Context: an optimization exercise on an open-source flow, tuned for small area, a short achievable clock period and few clock cycles. The choices shown serve that exercise and are no tape-out recipe. RTL that was checked went through simulation tests only; none was proved equivalent to the original. Power is estimated from default activity; no workload was simulated.

==> flow/design.v (excerpt) <==
module milestone1 (
		input logic CLOCK_50_I,
		input logic resetn,
		output logic SRAM_we_n,
		output logic [17:0] SRAM_address,
		output logic [15:0] SRAM_write_data,
		input logic [15:0] SRAM_read_data,
		input logic M1_enable,
		output logic M1_finish
);
For scale: roughly 1800 cells after synthesis, about 55 I/O pins, about 0.023 mm2 of cells after synthesis.
Settings: LEC_CHECK=0, CAP_MARGIN=20, CORE_MARGIN=2, CORE_UTILIZATION=40, CTS_CLUSTER_DIAMETER=100, CTS_CLUSTER_SIZE=25, PLACE_DENSITY=0.6, SLEW_MARGIN=20, SYNTH_HIERARCHICAL=1, SYNTH_MINIMUM_KEEP_SIZE=0; clock period 14.0 ns.
standard.sh (not shown) runs the stock make flow with config.mk's settings and CLKGATE_MAP_FILE= SYNTH_SCRIPT=/design/flow/synth_recipe.tcl, a recipe that flattens the netlist after the stock synthesis.
==> flow/flow/run.sh <==
#!/bin/bash
# Standard layout, with repair_timing asked for extra setup margin so that the
# optimiser works on paths well inside the design's clock period.
# Each step's full output goes to a log file of its own in this folder.
set -euo pipefail
MARGIN=${MARGIN:-10}
bash standard.sh synth > synth.log 2>&1
bash standard.sh SETUP_SLACK_MARGIN=$MARGIN finish > layout.log 2>&1
Testbench counts at the start, summed over its fixed seeds: cycles 1,536,240.
Next try:
--- a/flow/flow/run.sh
+++ b/flow/flow/run.sh
@@ -4,5 +4,5 @@
 # Each step's full output goes to a log file of its own in this folder.
 set -euo pipefail
-MARGIN=${MARGIN:-10}
+MARGIN=${MARGIN:-10.3}
 bash standard.sh synth > synth.log 2>&1
 bash standard.sh SETUP_SLACK_MARGIN=$MARGIN finish > layout.log 2>&1
--- a/flow/config.mk
+++ b/flow/config.mk
@@ -8,9 +8,10 @@
 export CAP_MARGIN = 20
 export CORE_MARGIN = 2
-export CORE_UTILIZATION = 40
+export CORE_UTILIZATION = 60
 export CTS_CLUSTER_DIAMETER = 100
 export CTS_CLUSTER_SIZE = 25
-export PLACE_DENSITY = 0.6
+export PLACE_DENSITY = 0.75
 export SLEW_MARGIN = 20
 export SYNTH_HIERARCHICAL = 1
 export SYNTH_MINIMUM_KEEP_SIZE = 0
+export TNS_END_PERCENT = 10
Routed wire length rose by 3.1%.
Utilization increases by 23 points.
Clock-buffer cell count grows by 1.
Non-clock buffer count rose by 82.
Design area grows by 0.86%.
Cell count goes down by 7.7%.
Next try:
--- a/flow/config.mk
+++ b/flow/config.mk
@@ -8,10 +8,9 @@
 export CAP_MARGIN = 20
 export CORE_MARGIN = 2
-export CORE_UTILIZATION = 60
+export CORE_UTILIZATION = 50
 export CTS_CLUSTER_DIAMETER = 100
 export CTS_CLUSTER_SIZE = 25
-export PLACE_DENSITY = 0.75
+export PLACE_DENSITY = 0.7
 export SLEW_MARGIN = 20
 export SYNTH_HIERARCHICAL = 1
 export SYNTH_MINIMUM_KEEP_SIZE = 0
-export TNS_END_PERCENT = 10
Cell area fell by 1.2%.
Flip-flop and latch count is unchanged.
Total power rose by 0.64%.
Die area rose by 20%.
Next try:
--- a/flow/config.mk
+++ b/flow/config.mk
@@ -8,8 +8,8 @@
 export CAP_MARGIN = 20
 export CORE_MARGIN = 2
-export CORE_UTILIZATION = 50
+export CORE_UTILIZATION = 40
 export CTS_CLUSTER_DIAMETER = 100
 export CTS_CLUSTER_SIZE = 25
-export PLACE_DENSITY = 0.7
+export PLACE_DENSITY = 0.6
 export SLEW_MARGIN = 20
 export SYNTH_HIERARCHICAL = 1
Critical path depth drops by 1. Via count decreases by 0.95%. Die area goes up by 25%. Core utilization drops by 11 points.

* * *

exp/pepper:
Another version of the RTL of milestone1 (not shown whole).
Size in the first run: about 2000 cells after synthesis, ~380 flip-flops, about 55 I/O pins.
==> flow/config.mk <==
export PLATFORM = sky130hd
export DESIGN_NAME = milestone1
export DESIGN_NICKNAME = milestone1
export VERILOG_FILES = /design/flow/design.v
export SDC_FILE = /design/flow/constraint.sdc
export NUM_CORES = 4
export LEC_CHECK = 0
export CAP_MARGIN = 20
export CORE_MARGIN = 2
export CORE_UTILIZATION = 40
export CTS_CLUSTER_DIAMETER = 150
export CTS_CLUSTER_SIZE = 30
export PLACE_DENSITY = 0.6
export SLEW_MARGIN = 20
export SYNTH_HIERARCHICAL = 1
export SYNTH_MINIMUM_KEEP_SIZE = 0
==> flow/constraint.sdc <==
create_clock -name core_clock -period 14.0 [get_ports {CLOCK_50_I}]
set_input_delay 2.8000 -clock core_clock [delete_from_list [all_inputs] [get_ports {CLOCK_50_I}]]
set_output_delay 2.8000 -clock core_clock [all_outputs]
set_load 0.01 [all_outputs]
==> flow/flow/run.sh <==
#!/bin/bash
# Standard layout, with repair_timing asked for extra setup margin so that the
# optimiser works on paths well inside the design's clock period.
# Each step's full output goes to a log file of its own in this folder.
set -euo pipefail
MARGIN=${MARGIN:-10}
bash standard.sh synth > synth.log 2>&1
bash standard.sh SETUP_SLACK_MARGIN=$MARGIN finish > layout.log 2>&1
Testbench counts of exp/pepper, summed over its fixed seeds: cycles 1,536,240.
Here is what was changed in the inputs of exp/onyx compared with exp/pepper.
- CTS_CLUSTER_DIAMETER: 150 -> 120
- CTS_CLUSTER_SIZE: 30 -> 20
==> summary.txt <==
The number of non-clock buffers in the layout on exp/onyx is in line with that on exp/pepper.
The net switching power in exp/pepper is 0.940 times that in exp/onyx.
Re worst-case setup margin in the final layout: exp/onyx is 0.011 ns up on exp/pepper.
On latest clock arrival within the worst-skew pair, exp/onyx and exp/pepper are basically level.
Est. power | exp/onyx vs exp/pepper | exp/onyx higher
From exp/onyx to exp/pepper, final-report max-slew violation count did not move at all.
Inputs modified between exp/onyx and exp/tundra:
- clearing CTS_CLUSTER_DIAMETER, which used to be 120
- clearing CTS_CLUSTER_SIZE, which used to be 20
### Flow results
Compared with exp/onyx, exp/tundra shows power that has gone up by more than 10%. exp/onyx and exp/tundra ended up with nearly the same non-clock buffer area fraction after layout. exp/tundra contains more vias than exp/onyx.

* * *

milestone1 with an RTL version that a note above also has.
Size: about 1800 cells after synthesis, roughly 55 I/O pins.
Design milestone1, start of the top module:
module milestone1 (
		input logic CLOCK_50_I,
		input logic resetn,
		output logic SRAM_we_n,
		output logic [17:0] SRAM_address,
		output logic [15:0] SRAM_write_data,
		input logic [15:0] SRAM_read_data,
		input logic M1_enable,
		output logic M1_finish
);
localparam logic [17:0] U_OFFSET = 18'd38400,
	  V_OFFSET = 18'd57600,
	  RGB_OFFSET = 18'd146944;
logic        run;
logic        we;                    
assign SRAM_we_n = ~we;
logic        p0, p1, p2, p3, p4;    
logic        wr_ok;                 
logic [7:0]  m;                     
logic [15:0] yaddr;                 
logic [17:0] waddr;
logic        par;                   
logic [14:0] uvw;                   
assign par = yaddr[0];
assign uvw = yaddr[15:1] + 15'd2;
logic [7:0]  qu [0:5];
logic [7:0]  qv [0:5];
logic [7:0]  ulb;
logic [15:0] vb;
logic [7:0]  ylo, py;               
logic [8:0]  s1r, s2r, s3r;         
logic [8:0]  fha, fhb;              
logic        fhc;                   
logic [8:0]  pur, pvr;              
logic [7:0]  b0;
logic [10:0] tra, trb, tga, tgb, tba, tbb;    
logic        trc, tgc, tbc;         
logic [7:0] w0, w1, w2, w3, w4, w5;
assign w0 = p2 ? qv[0] : qu[0];
assign w1 = p2 ? qv[1] : qu[1];
assign w2 = p2 ? qv[2] : qu[2];
assign w3 = p2 ? qv[3] : qu[3];
assign w4 = p2 ? qv[4] : qu[4];
assign w5 = p2 ? qv[5] : qu[5];
logic m0, m1, m157, m158, m159;
assign m0 = (m == 8'd0);
assign m1 = (m == 8'd1);
assign m157 = (m == 8'd157);
assign m158 = (m == 8'd158);
assign m159 = (m == 8'd159);
logic [7:0] fa, fb, fc, fd, fe, ff;
always_comb begin
	fc = w2;
	fa = m0 ? w2 : m1 ? w1 : w0;
	fb = m0 ? w2 : w1;
	fd = m159 ? w2 : w3;
	fe = m159 ? w2 : m158 ? w3 : w4;
  ...
clock: 14.0 ns
lec_check: 0
cap_margin: 20
core_margin: 2
core_utilization: 60
cts_cluster_diameter: 100
cts_cluster_size: 25
place_density: 0.75
slew_margin: 20
synth_hierarchical: 1
synth_minimum_keep_size: 0
==> flow/flow/run.sh <==
#!/bin/bash
# Standard layout, with repair_timing asked for extra setup margin so that the
# optimiser works on paths well inside the design's clock period.
# Each step's full output goes to a log file of its own in this folder.
set -euo pipefail
MARGIN=${MARGIN:-10.5}
bash standard.sh synth > synth.log 2>&1
bash standard.sh SETUP_SLACK_MARGIN=$MARGIN finish > layout.log 2>&1
Testbench counts at the start, summed over its fixed seeds: cycles 1,536,240.
Rerun with:
--- a/flow/flow/run.sh
+++ b/flow/flow/run.sh
@@ -4,5 +4,5 @@
 # Each step's full output goes to a log file of its own in this folder.
 set -euo pipefail
-MARGIN=${MARGIN:-10.5}
+MARGIN=${MARGIN:-10.3}
 bash standard.sh synth > synth.log 2>&1
 bash standard.sh SETUP_SLACK_MARGIN=$MARGIN finish > layout.log 2>&1
CORE_UTILIZATION = 70   (was 60)
PLACE_DENSITY = 0.85   (was 0.75)
The new run finished clean.
Die area shrinks by 14%.
Register-to-register slack gets worse by 0.25 ns.
Synthesized area is unchanged.
Routed wire length grows by 8.2%.
Hold slack gets worse by 0.011 ns.

* * *

Another version of the RTL of milestone1 (not shown whole).
Size: ~1900 cells after synthesis, roughly 380 flip-flops, ~55 I/O pins, roughly 23000 sq um of cells after synthesis.
## milestone1
module milestone1 (
		input logic CLOCK_50_I,
		input logic resetn,
		output logic SRAM_we_n,
		output logic [17:0] SRAM_address,
		output logic [15:0] SRAM_write_data,
		input logic [15:0] SRAM_read_data,
		input logic M1_enable,
		output logic M1_finish
);
export LEC_CHECK = 0
export CAP_MARGIN = 20
export CORE_MARGIN = 2
export CORE_UTILIZATION = 40
export CTS_CLUSTER_DIAMETER = 100
export CTS_CLUSTER_SIZE = 25
export PLACE_DENSITY = 0.6
export SLEW_MARGIN = 20
export SYNTH_HIERARCHICAL = 1
export SYNTH_MINIMUM_KEEP_SIZE = 0
create_clock -name core_clock -period 14.0 [get_ports {CLOCK_50_I}]
==> flow/flow/run.sh <==
#!/bin/bash
# Standard layout, with repair_timing asked for extra setup margin so that the
# optimiser works on paths well inside the design's clock period.
# Each step's full output goes to a log file of its own in this folder.
set -euo pipefail
MARGIN=${MARGIN:-10.3}
bash standard.sh synth > synth.log 2>&1
bash standard.sh SETUP_SLACK_MARGIN=$MARGIN finish > layout.log 2>&1
The starting point went through all stages and came out clean.
==> next run, changes <==
--- a/flow/flow/run.sh
+++ b/flow/flow/run.sh
@@ -5,3 +5,3 @@
 set -euo pipefail
-MARGIN=${MARGIN:-10.3}
+MARGIN=${MARGIN:-10}
 bash standard.sh synth > synth.log 2>&1
Result: Cell area went down slightly. Area after synthesis stays the same. Critical path depth is unchanged.
No functional check of the RTL was part of any run of this note.

* * *

milestone1 with an RTL version that a note above also has.
Size: about 2000 cells after synthesis, ~55 I/O pins, roughly 23000 um^2 of cells after synthesis.
export LEC_CHECK = 0
export CAP_MARGIN = 20
export CORE_MARGIN = 2
export CORE_UTILIZATION = 40
export PLACE_DENSITY = 0.6
export SLEW_MARGIN = 20
export SYNTH_HIERARCHICAL = 1
export SYNTH_MINIMUM_KEEP_SIZE = 0
create_clock -name core_clock -period 14.0 [get_ports {CLOCK_50_I}]
==> flow/flow/run.sh <==
#!/bin/bash
# Standard layout, with repair_timing asked for extra setup margin so that the
# optimiser works on paths well inside the design's clock period.
# Each step's full output goes to a log file of its own in this folder.
set -euo pipefail
MARGIN=${MARGIN:-11}
bash standard.sh synth > synth.log 2>&1
bash standard.sh SETUP_SLACK_MARGIN=$MARGIN finish > layout.log 2>&1
Testbench counts at the start, summed over its fixed seeds: cycles 1,536,240.
Rerun with:
--- a/flow/flow/run.sh
+++ b/flow/flow/run.sh
@@ -4,5 +4,5 @@
 # Each step's full output goes to a log file of its own in this folder.
 set -euo pipefail
-MARGIN=${MARGIN:-11}
+MARGIN=${MARGIN:-10}
 bash standard.sh synth > synth.log 2>&1
 bash standard.sh SETUP_SLACK_MARGIN=$MARGIN finish > layout.log 2>&1
Settings changed: CTS_CLUSTER_DIAMETER from default to 100, CTS_CLUSTER_SIZE from default to 25.
Global-route usage drops by 1.2 points.
Critical path depth does not change.
Worst hold slack is better by 7.3 ps.
Final area shrinks by about 11%.
Rerun with:
--- a/flow/flow/run.sh
+++ b/flow/flow/run.sh
@@ -4,5 +4,5 @@
 # Each step's full output goes to a log file of its own in this folder.
 set -euo pipefail
-MARGIN=${MARGIN:-10}
+MARGIN=${MARGIN:-10.5}
 bash standard.sh synth > synth.log 2>&1
 bash standard.sh SETUP_SLACK_MARGIN=$MARGIN finish > layout.log 2>&1
Settings changed: CTS_CLUSTER_DIAMETER 100 to default, CTS_CLUSTER_SIZE 25 to default.
Power increases by 31%.
Critical path depth stays the same.
Routed wire length increases by 2.4%.
Sequential power hardly moves.

* * *

milestone1 with an RTL version that a note above also has.
Size in the first run: ~1800 cells after synthesis.
clock: 14.0 ns
lec_check: 0
cap_margin: 20
core_margin: 2
core_utilization: 60
cts_cluster_diameter: 80
cts_cluster_size: 30
place_density: 0.75
slew_margin: 20
synth_hierarchical: 1
synth_minimum_keep_size: 0
==> flow/flow/run.sh <==
#!/bin/bash
# Standard layout, with repair_timing asked for extra setup margin so that the
# optimiser works on paths well inside the design's clock period.
# Each step's full output goes to a log file of its own in this folder.
set -euo pipefail
MARGIN=${MARGIN:-10.3}
bash standard.sh synth > synth.log 2>&1
bash standard.sh SETUP_SLACK_MARGIN=$MARGIN finish > layout.log 2>&1
Testbench counts at the start, summed over its fixed seeds: cycles 1,536,240.
Next try:
CTS_BUF_LIST = sky130_fd_sc_hd__clkbuf_8   (was not set)
CTS_CLUSTER_DIAMETER = 60   (was 80)
CTS_CLUSTER_SIZE = 16   (was 30)
Effect: Worst setup slack gets worse by 0.054 ns; clock skew is about the same; wire length is about the same; final cell count went up slightly; synthesized area is unchanged; via count went down slightly; cell area went down slightly; count of clock-buffer cells in the layout went up by 13; clock power went down by roughly a tenth.

* * *

milestone1, a different RTL version from the one above (not shown whole).
For scale: roughly 2000 cells after synthesis, roughly 55 I/O pins, about 23000 sq um of cells after synthesis.
export LEC_CHECK = 0
export CAP_MARGIN = 20
export CORE_MARGIN = 2
export CORE_UTILIZATION = 40
export PLACE_DENSITY = 0.6
export SLEW_MARGIN = 20
export SYNTH_HIERARCHICAL = 1
export SYNTH_MINIMUM_KEEP_SIZE = 0
create_clock -name core_clock -period 14.0 [get_ports {CLOCK_50_I}]
==> flow/flow/run.sh <==
#!/bin/bash
# Standard layout, with repair_timing asked for extra setup margin so that the
# optimiser works on paths well inside the design's clock period.
# Each step's full output goes to a log file of its own in this folder.
set -euo pipefail
MARGIN=${MARGIN:-10}
bash standard.sh synth > synth.log 2>&1
bash standard.sh SETUP_SLACK_MARGIN=$MARGIN finish > layout.log 2>&1
The baseline completed with no timing, DRC or antenna violations.
Rerun with:
==> flow/run.sh (new file) <==
#!/bin/bash
# synth_recipe.tcl (not shown) runs the flow's synth.tcl, then flattens the netlist and writes it again
# the make line also repeats each setting of config.mk as NAME=value (left out here)
make -C /OpenROAD-flow-scripts/flow DESIGN_CONFIG=/design/flow/config.mk WORK_HOME=/design/flow/orfs CLKGATE_MAP_FILE= SYNTH_SCRIPT=/design/flow/synth_recipe.tcl finish
CTS_BUF_LIST = sky130_fd_sc_hd__clkbuf_4 sky130_fd_sc_hd__clkbuf_8   (was not set)
removed: flow/flow/run.sh
removed: flow/standard.sh
Outcome:
- die area is unchanged
- total power came out higher by 0.41%
- non-clock buffer count came out lower by 80
- clock skew came out higher by 0.014 ns
- maximum frequency came out lower by 16%
Rerun with:
CTS_BUF_LIST = not set   (was sky130_fd_sc_hd__clkbuf_4 sky130_fd_sc_hd__clkbuf_8)
What happened:
- total power increases by 3.1%
- design area stays flat
- worst hold slack loses 0.0049 ns
- non-clock buffer count stays the same
- wire length went down by 0.45%
- register-to-register slack improved by 0.02 ns
- global-route usage decreases by 0.11 points
- count of clock-buffer cells in the layout drops by 34
- setup slack gains 0.024 ns
- cell count fell by 1.3%
- die area does not change
Function was not checked in any run of this note: the RTL went through the layout flow alone.

re-timing with driven ports:
How much do the figures lean on ideal ports? The routed layouts below were timed once more, with nothing changed but the port constraints. Step 1 assumes that a clkbuf_16 drives the clock port and a buf_2 every other input. Step 2 adds t to the input delays and takes it off the output delays; t is the mean of the earliest and latest rising clock arrival at the registers after step 1. Input paths then give back, and output paths get back, about the clock's delay inside the block. Slacks: ideal / step 1 / step 2; pairs: ideal / step 1.
run	t, ns	setup slack, ns	hold slack, ns	latest minus earliest clock arrival (ns)	worst slew at a driven data input, ns
the first run of note 1	0.613	10.039 / 9.980 / 10.133	0.439 / 0.439 / 0.439	0.043 / 0.043	0.07
the second run of note 1	0.581	10.118 / 10.067 / 10.143	0.452 / 0.452 / 0.452	0.021 / 0.021	0.04
the third run of note 1	0.599	10.108 / 10.053 / 10.154	0.447 / 0.447 / 0.447	0.016 / 0.016	0.05
the fourth run of note 1	0.613	10.074 / 10.016 / 10.118	0.454 / 0.454 / 0.454	0.030 / 0.029	0.07
exp/pepper	0.613	9.995 / 9.935 / 10.205	0.454 / 0.454 / 0.454	0.047 / 0.047	0.03
exp/onyx	0.618	10.006 / 9.948 / 10.189	0.440 / 0.440 / 0.440	0.032 / 0.032	0.03
exp/tundra	0.639	9.993 / 9.933 / 10.172	0.434 / 0.434 / 0.434	0.035 / 0.035	0.03
the first run of note 3	0.586	10.121 / 10.070 / 10.145	0.448 / 0.448 / 0.448	0.029 / 0.028	0.05
the second run of note 3	0.591	10.098 / 10.045 / 10.156	0.436 / 0.436 / 0.436	0.047 / 0.047	0.04
the first run of note 4	0.598	10.131 / 10.076 / 10.209	0.456 / 0.456 / 0.456	0.030 / 0.030	0.04
the second run of note 4	0.607	10.057 / 10.001 / 10.212	0.457 / 0.457 / 0.457	0.023 / 0.023	0.04
the first run of note 5	0.644	9.988 / 9.926 / 10.392	0.437 / 0.437 / 0.437	0.024 / 0.024	0.04
the second run of note 5	0.602	10.014 / 9.954 / 10.207	0.444 / 0.444 / 0.444	0.042 / 0.042	0.03
the third run of note 5	0.630	10.003 / 9.946 / 10.184	0.444 / 0.444 / 0.444	0.029 / 0.030	0.03
the first run of note 6	0.613	10.093 / 10.037 / 10.163	0.445 / 0.445 / 0.445	0.035 / 0.036	0.04
the second run of note 6	0.663	10.039 / 9.989 / 10.145	0.436 / 0.436 / 0.436	0.046 / 0.045	0.04
the first run of note 7	0.621	9.918 / 9.918 / 9.918	0.444 / 0.444 / 0.444	0.031 / 0.031	0.06
the second run of note 7	0.697	9.134 / 9.134 / 9.134	0.446 / 0.446 / 0.446	0.042 / 0.042	0.06
the third run of note 7	0.611	9.158 / 9.158 / 9.158	0.441 / 0.441 / 0.441	0.029 / 0.029	0.07
After both steps every run listed still meets setup and hold.
